Source: an optimization exercise on an open RTL-to-GDS flow (aim: small area). Production flows keep margins and buffers that such runs may drop. The RTL was checked by simulation tests, not by an equivalence proof against the original design. Power is estimated from default activity; no workload was simulated.

==> flow/design.v <==
module adas_top
(
    input clk,
    input rst_n,
    input timer_trick_i,
    input mode_i,
    input [1:0] redlight_i,
    input [1:0] crosswall_i,
    input [7:0] distance_lidar_i,
    input [7:0] distance_cam_i,
    input [7:0] speed_measured_i,
    input [7:0] following_distance_i,
    input [7:0] speed_i,
    output gas_o,
    output brake_o,
    output redlight_o,
    output crosswall_o,
    output [7:0] following_distance_o
);
reg        gas_r, brake_r;
reg [7:0]  tn_r;    
reg [8:0]  x_r;
reg [7:0]  y_r;
reg [1:0]  p_r;     
reg [7:0]  f_r;
assign gas_o = gas_r;
assign brake_o = brake_r;
assign following_distance_o = f_r;
assign redlight_o = redlight_i[0] & redlight_i[1];
assign crosswall_o = crosswall_i[0] & crosswall_i[1];
wire [5:0] bc;
wire [4:0] d;
assign bc[0] = 1'b1;
genvar k;
generate for (k = 0; k < 5; k = k + 1) begin : g_sub
    assign d[k] = distance_cam_i[k] ^ ~distance_lidar_i[k] ^ bc[k];
    assign bc[k+1] = (distance_cam_i[k] & ~distance_lidar_i[k]) |
                     (distance_cam_i[k] & bc[k]) | (~distance_lidar_i[k] & bc[k]);
end endgenerate
wire [2:0] ch = distance_cam_i[7:5];
wire [2:0] lh = distance_lidar_i[7:5];
wire [2:0] lh1 = {lh[2] ^ (lh[1] & lh[0]), lh[1] ^ lh[0], ~lh[0]};
wire       hi_zero = bc[5] ? (ch == lh) : (ch == lh1);
wire       far = ~hi_zero | (d[4] & (d[3] | (d[2] & (d[1] | d[0]))));
wire       bo = ~bc[5] & (lh == 3'b111);
wire [3:0] e = far ? 4'd0 : d[4:1];
wire [8:0] ac;
wire [7:0] as;
assign ac[0] = 1'b0;
generate for (k = 0; k < 8; k = k + 1) begin : g_fus
    if (k < 4) begin : g_fa
        assign as[k] = distance_lidar_i[k] ^ e[k] ^ ac[k];
        assign ac[k+1] = (distance_lidar_i[k] & e[k]) | (distance_lidar_i[k] & ac[k]) | (e[k] & ac[k]);
    end else begin : g_ha
        assign as[k] = distance_lidar_i[k] ^ ac[k];
        assign ac[k+1] = distance_lidar_i[k] & ac[k];
    end
end endgenerate
wire [7:0] a = {as[7] ^ (bo & ~far), as[6:0]};
wire [9:0] ps, s;
wire [9:0] pc, sc;
assign pc[0] = 1'b0;
assign sc[0] = 1'b0;
generate for (k = 0; k < 9; k = k + 1) begin : g_sum
    wire ak = (k < 8) ? a[k] : 1'b0;
    wire yk = (k < 8) ? y_r[k] : 1'b0;
    assign ps[k] = x_r[k] ^ ak ^ pc[k];
    assign pc[k+1] = (x_r[k] & ak) | (x_r[k] & pc[k]) | (ak & pc[k]);
    assign s[k] = ps[k] ^ yk ^ sc[k];
    assign sc[k+1] = (ps[k] & yk) | (ps[k] & sc[k]) | (yk & sc[k]);
end endgenerate
assign ps[9] = pc[9];
assign s[9] = ps[9] ^ sc[9];
wire [10:0] r1, r0;
wire [9:0]  qb;
assign r1[10] = 1'b0;
assign r0[10] = 1'b0;
generate for (k = 9; k >= 0; k = k - 1) begin : g_div
    assign qb[k] = r1[k+1] | (r0[k+1] & s[k]);
    assign r1[k] = (r0[k+1] & ~s[k]) | (r1[k+1] & s[k]);
    assign r0[k] = (~r1[k+1] & ~r0[k+1] & s[k]) | (r1[k+1] & ~s[k]);
end endgenerate
wire [7:0] q = qb[7:0];
function automatic cy8(input [7:0] x, input [7:0] y, input c0);
    integer j;
    reg c;
    begin
        c = c0;
        for (j = 0; j < 8; j = j + 1)
            c = (x[j] & y[j]) | (x[j] & c) | (y[j] & c);
        cy8 = c;
    end
endfunction
wire [7:0] fn = ~f_r;
wire v_gt_t = cy8(speed_measured_i, tn_r, 1'b0);
wire v_ge_t = cy8(speed_measured_i, tn_r, 1'b1);
wire u_gt_f = cy8(following_distance_i, fn, 1'b0);
wire u_ge_f = cy8(following_distance_i, fn, 1'b1);
always @(posedge clk) begin
    if (~rst_n) begin
        gas_r <= 1'b0;
        brake_r <= 1'b0;
    end else if (timer_trick_i) begin
        gas_r <= mode_i & ~v_gt_t & ~u_gt_f;
        brake_r <= mode_i & (v_ge_t | u_ge_f);
    end
end
always @(posedge clk) begin
    if (~rst_n)
        tn_r <= ~8'd100;
    else if (timer_trick_i && mode_i) begin
        case ({redlight_i, crosswall_i})
            4'b1100, 4'b1111: tn_r <= ~8'd0;
            4'b0011: tn_r <= ~8'd20;
            default: tn_r <= (speed_i == 8'd0) ? ~8'd100 : ~speed_i;
        endcase
    end
end
always @(posedge clk) begin
    if (~rst_n) begin
        x_r <= 9'd0;
        y_r <= 8'd0;
        p_r <= 2'd0;
        f_r <= 8'd0;
    end else if (timer_trick_i) begin
        p_r <= {p_r[0], ~p_r[1]};
        f_r <= q;
        case (p_r)
            2'b00: x_r <= {1'b0, a};
            2'b01: y_r <= a;
            2'b11: x_r <= ps[8:0];
            2'b10: begin x_r <= {1'b0, y_r}; y_r <= a; end
        endcase
    end
end
endmodule
clock: 15.0 ns
lec_check: 0
cap_margin: 20
core_margin: 2
core_utilization: 60
cts_buf_list: sky130_fd_sc_hd__clkbuf_4
slew_margin: 20
standard.sh (not shown) runs the stock make flow with config.mk's settings and CLKGATE_MAP_FILE= SYNTH_SCRIPT=/design/flow/synth_recipe.tcl, a recipe that flattens the netlist after the stock synthesis.
==> flow/flow/run.sh <==
#!/bin/bash
# Standard synthesis, then an area re-mapping of its combinational logic
# (flip-flops untouched), then the standard layout with buf_1 port buffers.
set -euo pipefail
R=orfs/results/sky130hd/adas_top/base
bash standard.sh synth > 1_standard_synth.log 2>&1
cp $R/1_2_yosys.v 1_2_yosys.standard.v
bash flow/resynth.sh 1_2_yosys.standard.v 1_2_yosys.resynth.v resynth > 2_resynth.log 2>&1
python3 flow/checkregs.py 1_2_yosys.standard.v 1_2_yosys.resynth.v > 3_checkregs.log 2>&1
cp 1_2_yosys.resynth.v $R/1_2_yosys.v
rm -f $R/1_synth.odb $R/1_synth.sdc
export BUFFER_PORTS_ARGS="-buffer_cell sky130_fd_sc_hd__buf_1"
bash standard.sh > 4_standard_layout.log 2>&1
Other scripts of this flow, unchanged in this note and not shown: flow/flow/area0.abc, flow/flow/area1.abc, flow/flow/area2.abc, flow/flow/area3.abc, flow/flow/checkregs.py, flow/flow/mkcomb.py, flow/flow/resynth.sh
Change:
--- a/flow/design.v
+++ b/flow/design.v
@@ -19,32 +19,28 @@
 );
 reg        gas_r, brake_r;
 reg [7:0]  tn_r;    
 reg [8:0]  x_r;
 reg [7:0]  y_r;
-reg [1:0]  p_r;     
+reg [1:0]  p_r;
 reg [7:0]  f_r;
 assign gas_o = gas_r;
 assign brake_o = brake_r;
 assign following_distance_o = f_r;
 assign redlight_o = redlight_i[0] & redlight_i[1];
 assign crosswall_o = crosswall_i[0] & crosswall_i[1];
-wire [5:0] bc;
-wire [4:0] d;
+wire [8:0] bc;
+wire [7:0] d;
 assign bc[0] = 1'b1;
 genvar k;
-generate for (k = 0; k < 5; k = k + 1) begin : g_sub
+generate for (k = 0; k < 8; k = k + 1) begin : g_sub
     assign d[k] = distance_cam_i[k] ^ ~distance_lidar_i[k] ^ bc[k];
     assign bc[k+1] = (distance_cam_i[k] & ~distance_lidar_i[k]) |
                      (distance_cam_i[k] & bc[k]) | (~distance_lidar_i[k] & bc[k]);
 end endgenerate
-wire [2:0] ch = distance_cam_i[7:5];
-wire [2:0] lh = distance_lidar_i[7:5];
-wire [2:0] lh1 = {lh[2] ^ (lh[1] & lh[0]), lh[1] ^ lh[0], ~lh[0]};
-wire       hi_zero = bc[5] ? (ch == lh) : (ch == lh1);
-wire       far = ~hi_zero | (d[4] & (d[3] | (d[2] & (d[1] | d[0]))));
-wire       bo = ~bc[5] & (lh == 3'b111);
+wire       bo = ~bc[8];
+wire       far = (d[7:5] != 3'b000) | (d[4] & (d[3] | (d[2] & (d[1] | d[0]))));
 wire [3:0] e = far ? 4'd0 : d[4:1];
 wire [8:0] ac;
 wire [7:0] as;
 assign ac[0] = 1'b0;
 generate for (k = 0; k < 8; k = k + 1) begin : g_fus
@@ -121,16 +117,16 @@
         x_r <= 9'd0;
         y_r <= 8'd0;
         p_r <= 2'd0;
         f_r <= 8'd0;
     end else if (timer_trick_i) begin
-        p_r <= {p_r[0], ~p_r[1]};
+        p_r <= p_r + 2'd1;
         f_r <= q;
         case (p_r)
-            2'b00: x_r <= {1'b0, a};
-            2'b01: y_r <= a;
-            2'b11: x_r <= ps[8:0];
-            2'b10: begin x_r <= {1'b0, y_r}; y_r <= a; end
+            2'd0: x_r <= {1'b0, a};
+            2'd1: y_r <= a;
+            2'd2: x_r <= ps[8:0];
+            2'd3: begin x_r <= {1'b0, y_r}; y_r <= a; end
         endcase
     end
 end
 endmodule
Outcome:
- The changed run finished with timing, DRC and antenna clean
- worst setup slack is worse by 0.60 ns
- final cell count hardly moves
- sequential power fell by about 3%
- cell area rose by 0.62%
- global-route usage fell by 0.10 points
- synthesized area rose by 1.1%
- sequential cell count is unchanged
- hold slack is worse by 0.0042 ns

==> static timing again, ports no longer ideal <==
The results above use ideal ports. As a check the final layouts listed here were re-extracted and re-timed, cells and wires unchanged. Step 1, drivers: a clkbuf_16 drives clk and a buf_2 each remaining input, both assumed. Step 2 also shifts input and output timing later by t, the mid clock arrival at the registers, as if the neighbouring blocks saw the same clock. Three values: ideal ports, drivers, drivers and shift; two values: the first two.
run | shift t [ns] | slack for setup (ns) | worst setup path at the end | latest minus earliest clock arrival (ns) | worst register clock-pin slew, ns
the first run | 0.354 | 1.734 / 1.735 / 1.381 | input to register | 0.010 / 0.010 | 0.11 / 0.11
the second run | 0.369 | 1.129 / 1.129 / 0.760 | input to register | 0.012 / 0.012 | 0.11 / 0.11
After both steps every run listed still meets setup and hold. The setup slack of the second run, which loses most, moves by 0.000 ns with the drivers and by -0.369 ns with both steps.
